Context: an optimization exercise on an open-source flow, tuned for small area. The choices shown serve that exercise and are no tape-out recipe. Function was checked by simulation only, so behaviour that the tests miss may differ from the original.

==> run K: inputs <==
// ddr4_access_top
module ddr4_access_top (
      input  wire         pr_logic_clk_clk,
      input  wire         iopll_locked,
      input  wire         pr_logic_mm_waitrequest,
      input  wire [511:0] pr_logic_mm_readdata,
      input  wire         pr_logic_mm_readdatavalid,
      output reg  [4:0]   pr_logic_mm_burstcount,
      output reg  [511:0] pr_logic_mm_writedata,
      output reg  [30:0]  pr_logic_mm_address,
      output reg          pr_logic_mm_write,
      output reg          pr_logic_mm_read,
      output reg  [63:0]  pr_logic_mm_byteenable,
      output reg          pr_logic_mm_debugaccess,
      input  wire         local_cal_success,
      input  wire         local_cal_fail,
      output wire         ddr4a_global_reset,
      output reg          pr_logic_reset,
      output reg          pr_logic_cra_waitrequest,
      output wire [31:0]  pr_logic_cra_readdata,
      output wire         pr_logic_cra_readdatavalid,
      input  wire [0:0]   pr_logic_cra_burstcount,
      input  wire [31:0]  pr_logic_cra_writedata,
      input  wire [13:0]  pr_logic_cra_address,
      input  wire         pr_logic_cra_write,
      input  wire         pr_logic_cra_read,
      input  wire [3:0]   pr_logic_cra_byteenable,
      input  wire         pr_logic_cra_debugaccess,
      input  wire         pr_logic_reset_reset_n
   );
clock: 5.0 ns
lec_check: 0
cap_margin: 20
core_area: 10 10 310 310
die_area: 0 0 320 320
place_density: 0.75
slew_margin: 20
standard.sh (not shown) runs the stock make flow with config.mk's settings and CLKGATE_MAP_FILE= SYNTH_SCRIPT=/design/flow/synth_recipe.tcl, a recipe that flattens the netlist after the stock synthesis.
==> flow/flow/run.sh <==
#!/bin/bash
# The standard ORFS layout (standard.sh), with these changes:
# - the smallest buffer (buf_1) on every input and output port;
# - pins on met2 and met4 at the top and bottom edges (met3 at the sides);
# - one tie cell per constant instead of one per constant output;
# - a clock tree of small buffers without dummy loads.
set -euo pipefail
export CTS_ARGS="-sink_clustering_enable -repair_clock_nets -dont_use_dummy_load -buf_list sky130_fd_sc_hd__clkbuf_8 -sink_clustering_size 17 -sink_clustering_max_diameter 55"
bash standard.sh "BUFFER_PORTS_ARGS=-buffer_cell sky130_fd_sc_hd__buf_1" "IO_PLACER_V=met2 met4" "SKIP_REPAIR_TIE_FANOUT=1" finish > flow_make.log 2>&1
==> run C: changes against run K <==
--- a/flow/design.v
+++ b/flow/design.v
@@ -53,27 +53,16 @@
    reg         sw_reset;
    wire        pass, fail;
    wire        ddr_access_completed;
    reg         clear_start_operation;
    reg  [1:0]  pr_op_err;
    wire        addr_ok = ~|pr_logic_cra_address[13:5];
    wire [2:0]  ra      = pr_logic_cra_address[4:2];
    wire        wr_ok   = pr_logic_cra_write & addr_ok;
-   function automatic [31:0] inc32(input [31:0] x, input ci);
-      reg [32:0] c;
-      integer i;
-      begin
-         c[0] = ci;
-         for (i = 0; i < 32; i = i + 1)
-            if ((i + 1) % 8 == 0) c[i+1] = ci & (&(x | ~((33'h1 << (i + 1)) - 33'h1)));
-            else                c[i+1] = c[i] & x[i];
-         inc32 = x ^ c[31:0];
-      end
-   endfunction
    function automatic [31:0] merge(input [31:0] old, input [31:0] wd, input [3:0] be);
       merge = { be[3] ? wd[31:24] : old[31:24],
                 be[2] ? wd[23:16] : old[23:16],
                 be[1] ? wd[15:8]  : old[15:8],
                 be[0] ? wd[7:0]   : old[7:0] };
    endfunction
    always @(posedge clk or negedge rst_n) begin
       if (!rst_n) begin
@@ -104,38 +93,35 @@
    always @(posedge clk) begin
       cs_q   <= cal_success;
       cf_q   <= cal_fail;
       iop_q  <= iopll_locked;
       err_q  <= pr_op_err;
       pass_d <= pass;
       sw_d   <= sw_reset;
       if (first || sw_d) cnt_q <= 32'h0;
-      else               cnt_q <= inc32(cnt_q, pass_d);
+      else               cnt_q <= cnt_q + {31'h0, pass_d};
    end
-   wire [7:0] sel;
-   genvar gs;
-   generate
-      for (gs = 0; gs < 8; gs = gs + 1) begin : g_sel
-         assign sel[gs] = addr_ok && (ra == gs);
-      end
-   endgenerate
-   wire sel0_live = sel[0] & ~first;
-   wire sel0_rst  = sel[0] & first;
-   wire sel3_live = sel[3] & ~first;
-   wire sel3_rst  = sel[3] & first;
-   wire [31:0] reg0_live = {15'h0, iop_q, 2'b00, cf_q, cs_q, 2'b00, err_q, 8'h00};
-   wire [31:0] rmux =
-        ({32{sel0_live}} & reg0_live)   | ({32{sel[0]}} & 32'h0000_00ef) |
-        ({32{sel0_rst}} & 32'hace0_be00) |
-        ({32{sel[1]}} & r1) | ({32{sel[2]}} & r2) |
-        ({32{sel3_live}} & cnt_q) | ({32{sel3_rst}} & 32'hbee3_beef) |
-        ({32{sel[4]}} & r4) | ({32{sel[5]}} & r5) | ({32{sel[6]}} & r6) | ({32{sel[7]}} & r7) |
-        ({32{~addr_ok}} & 32'haabb_ccdd);
-   always @(posedge clk) rdata <= rmux;
+   wire [31:0] reg0 = first ? 32'hace0_beef
+                            : {15'h0, iop_q, 2'b00, cf_q, cs_q, 2'b00, err_q, 8'hef};
+   wire [31:0] reg3 = first ? 32'hbee3_beef : cnt_q;
+   reg [31:0] rsel;
+   always @(*) begin
+      case (ra)
+         3'd0: rsel = reg0;
+         3'd1: rsel = r1;
+         3'd2: rsel = r2;
+         3'd3: rsel = reg3;
+         3'd4: rsel = r4;
+         3'd5: rsel = r5;
+         3'd6: rsel = r6;
+         default: rsel = r7;
+      endcase
+   end
+   always @(posedge clk) rdata <= addr_ok ? rsel : 32'haabb_ccdd;
    assign pr_logic_cra_readdata      = rdata;
    assign pr_logic_cra_readdatavalid = rvalid;
    always @(*) pr_logic_cra_waitrequest = first;
    wire [1:0]  mode        = r1[1:0];
    wire        start_operation = r1[2];
    wire        emif_reset  = r1[4];
    wire        load_seed   = r1[5];
    wire [7:0]  limit       = r1[15:8];
@@ -167,17 +153,17 @@
       if (!rst_n) begin
          recal_counter <= 2'b0;
          rst_counter <= 8'b0;
          gr_q <= 1'b0; gr <= 1'b0; emif_reset_q <= 1'b0; emif_sw_reset <= 1'b0;
       end else begin
          if (sw_reset || reset_recal_counter) recal_counter <= 2'b0;
          else if (start_recalibration)        recal_counter <= {recal_counter[0], ~recal_counter[0]};
          if (start_recalibration || emif_sw_reset) rst_counter <= 8'b0;
-         else                                      rst_counter <= inc32({24'h0, rst_counter}, ~rst_counter[7]);
+         else if (!rst_counter[7])                 rst_counter <= rst_counter + 8'd1;
          gr_q <= ~rst_counter[7];
          gr   <= gr_q;
          emif_reset_q  <= emif_reset;
          emif_sw_reset <= emif_reset & ~emif_reset_q;
       end
    end
    localparam [2:0] M_IDLE = 3'd0, M_CAL = 3'd1, M_WAIT = 3'd2, M_RETRY = 3'd3, M_DDR = 3'd4;
    reg [2:0] m_state, m_next;
@@ -234,21 +220,18 @@
    end
    localparam [1:0] T_IDLE = 2'd0, T_ACTIVE = 2'd1, T_WAIT = 2'd2;
    reg  [1:0]  t_state, t_next;
    reg         start_traffic_generator_q;
    reg         completed_q;
    reg  [30:0] initial_addr;
    reg  [30:0] target_address;
    reg  [31:0] target_seed;      
-   wire [30:0] lim_w    = {23'h0, limit};
-   wire [30:0] carry_in = target_address ^ mem_addr[30:0] ^ lim_w;
-   wire [30:0] carry_out = (mem_addr[30:0] & lim_w) | ((mem_addr[30:0] | lim_w) & ~target_address);
-   wire        at_sum   = ~carry_in[0] & (carry_in[30:1] == carry_out[29:0]);
-   wire        at_final = (mode == 2'b00) ? (target_address == 31'h003f_ffff) : at_sum;
+   wire [31:0] final_addr   = (mode == 2'b00) ? 32'h003f_ffff : mem_addr + {24'h0, limit};
+   wire        at_final     = (target_address == final_addr[30:0]);
    wire        start_ddr_wr_rd = (t_state != T_IDLE);
    assign      ddr_access_completed = completed_q;
    always @(*) begin
       case (t_state)
          T_IDLE:   t_next = (!(at_final && |target_address) && start_traffic_generator) ? T_ACTIVE : T_IDLE;
          T_ACTIVE: t_next = at_final ? T_IDLE : T_WAIT;
          default:  t_next = (pass | fail) ? T_ACTIVE : T_WAIT;
       endcase
@@ -266,17 +249,17 @@
          t_state <= t_next;
          completed_q <= !first && (t_next == T_IDLE) && at_final && |target_address;
          start_traffic_generator_q <= start_traffic_generator;
       end
    end
    always @(posedge clk) begin
       if (sw_reset || first)  target_address <= 31'b0;
       else if (!start_ddr_wr_rd) target_address <= initial_addr;
-      else                    target_address <= inc32({1'b0, target_address}, pass | fail);
+      else if (pass || fail)  target_address <= target_address + 31'd1;
    end
    always @(posedge clk) initial_addr <= mem_addr[30:0];
    always @(posedge clk) begin
       if (pass || (start_traffic_generator && !start_traffic_generator_q))
          target_seed <= lfsr;
    end
    function automatic [511:0] expand(input [31:0] r);
       expand = {
==> flow/flow/run.sh (replaced) <==
#!/bin/bash
# Standard ORFS layout with these changes: the smallest buffer (buf_1) on every
# input and output port, pins allowed on every track, less routing-layer
# derating in global routing, and a clock tree of smaller buffers without
# dummy loads.
set -euo pipefail
export CTS_ARGS="-sink_clustering_enable -repair_clock_nets -dont_use_dummy_load -buf_list sky130_fd_sc_hd__clkbuf_8 -sink_clustering_size 20 -sink_clustering_max_diameter 60"
bash standard.sh "BUFFER_PORTS_ARGS=-buffer_cell sky130_fd_sc_hd__buf_1" "PLACE_PINS_ARGS=-min_distance 1 -min_distance_in_tracks" "ROUTING_LAYER_ADJUSTMENT=0.10" finish > flow_make.log 2>&1
Settings changed: CORE_AREA 10 10 310 310 to 10 10 290 290, DIE_AREA 0 0 320 320 to 0 0 300 300, PLACE_DENSITY 0.75 to not set.
==> qor summary <==
Initial cell density of the core: run K 30.2%; run C 36.7%
Die Wd: run K 320 um; run C 300 um
Share of the yosys chip area belonging to registers: run K 47.5%; run C 44.7%
Routability Congestion: run K 1.01; run C 1.04
Number of placement rows: run K 109; run C 102
Area share of the leading cell type in the synthesized netlist: run K 14.7%; run C 13.9%
Count of cell types in the netlist: run K 65; run C 91
Count of mapped cells out of synthesis: run K 2,427; run C 2,839
Compound-gate portion of the synthesized area: run K 5.98%; run C 9.06%
Detailed-placement wirelength estimate: run K 108,000 um; run C 105,000 um
Fraction of synthesized cell area in xor and xnor cells: run K 1.47%; run C 2.74%
Pre-CTS WS: run K 0.881 ns; run C 0.968 ns
Adder-cell area share of the yosys netlist: run K 4.52%; run C 0.642%
Number of buffers created by CTS: run K 40; run C 38
Simple logic cell fraction of the synthesized area: run K 14.5%; run C 17.4%
Cell count after placement: run K 4,194; run C 4,508
Total cell area at the placement stage: run K 28,700 um^2; run C 30,300 um^2
Run status: run K finished clean; run C stopped before the end
Stage where the flow stopped: run K -; run C global routing (5_1_grt)
Post-synthesis mux area share: run K 9.49%; run C 9.41%
Syn Std Cell Area: run K 26,800 um^2; run C 28,400 um^2

re-timing with driven ports:
The results above use ideal ports. As a check the final layout listed here was re-extracted and re-timed, cells and wires unchanged.
Step 1 sets driving cells, clkbuf_16 on the clock port and buf_2 on the other inputs (assumed; they add their load-dependent delay and slew).
Step 2, shift: input delay + t, output delay - t, t = (earliest + latest rising clock arrival at the registers) / 2. This alone moves slack from input paths to output paths.
Slacks: no drivers / after step 1 / after step 2; pairs: no drivers / after step 1.
run: run K
t, ns: 0.636
slack for setup (ns): 1.425 / 1.434 / 0.798
worst setup path after step 2: input to register
clock arrival spread, ns: 0.076 / 0.076
worst data-port slew with drivers (ns): 0.25
After both steps run K still meets setup and hold. The setup slack of run K moves by +0.009 ns with the drivers and by -0.627 ns with both steps.
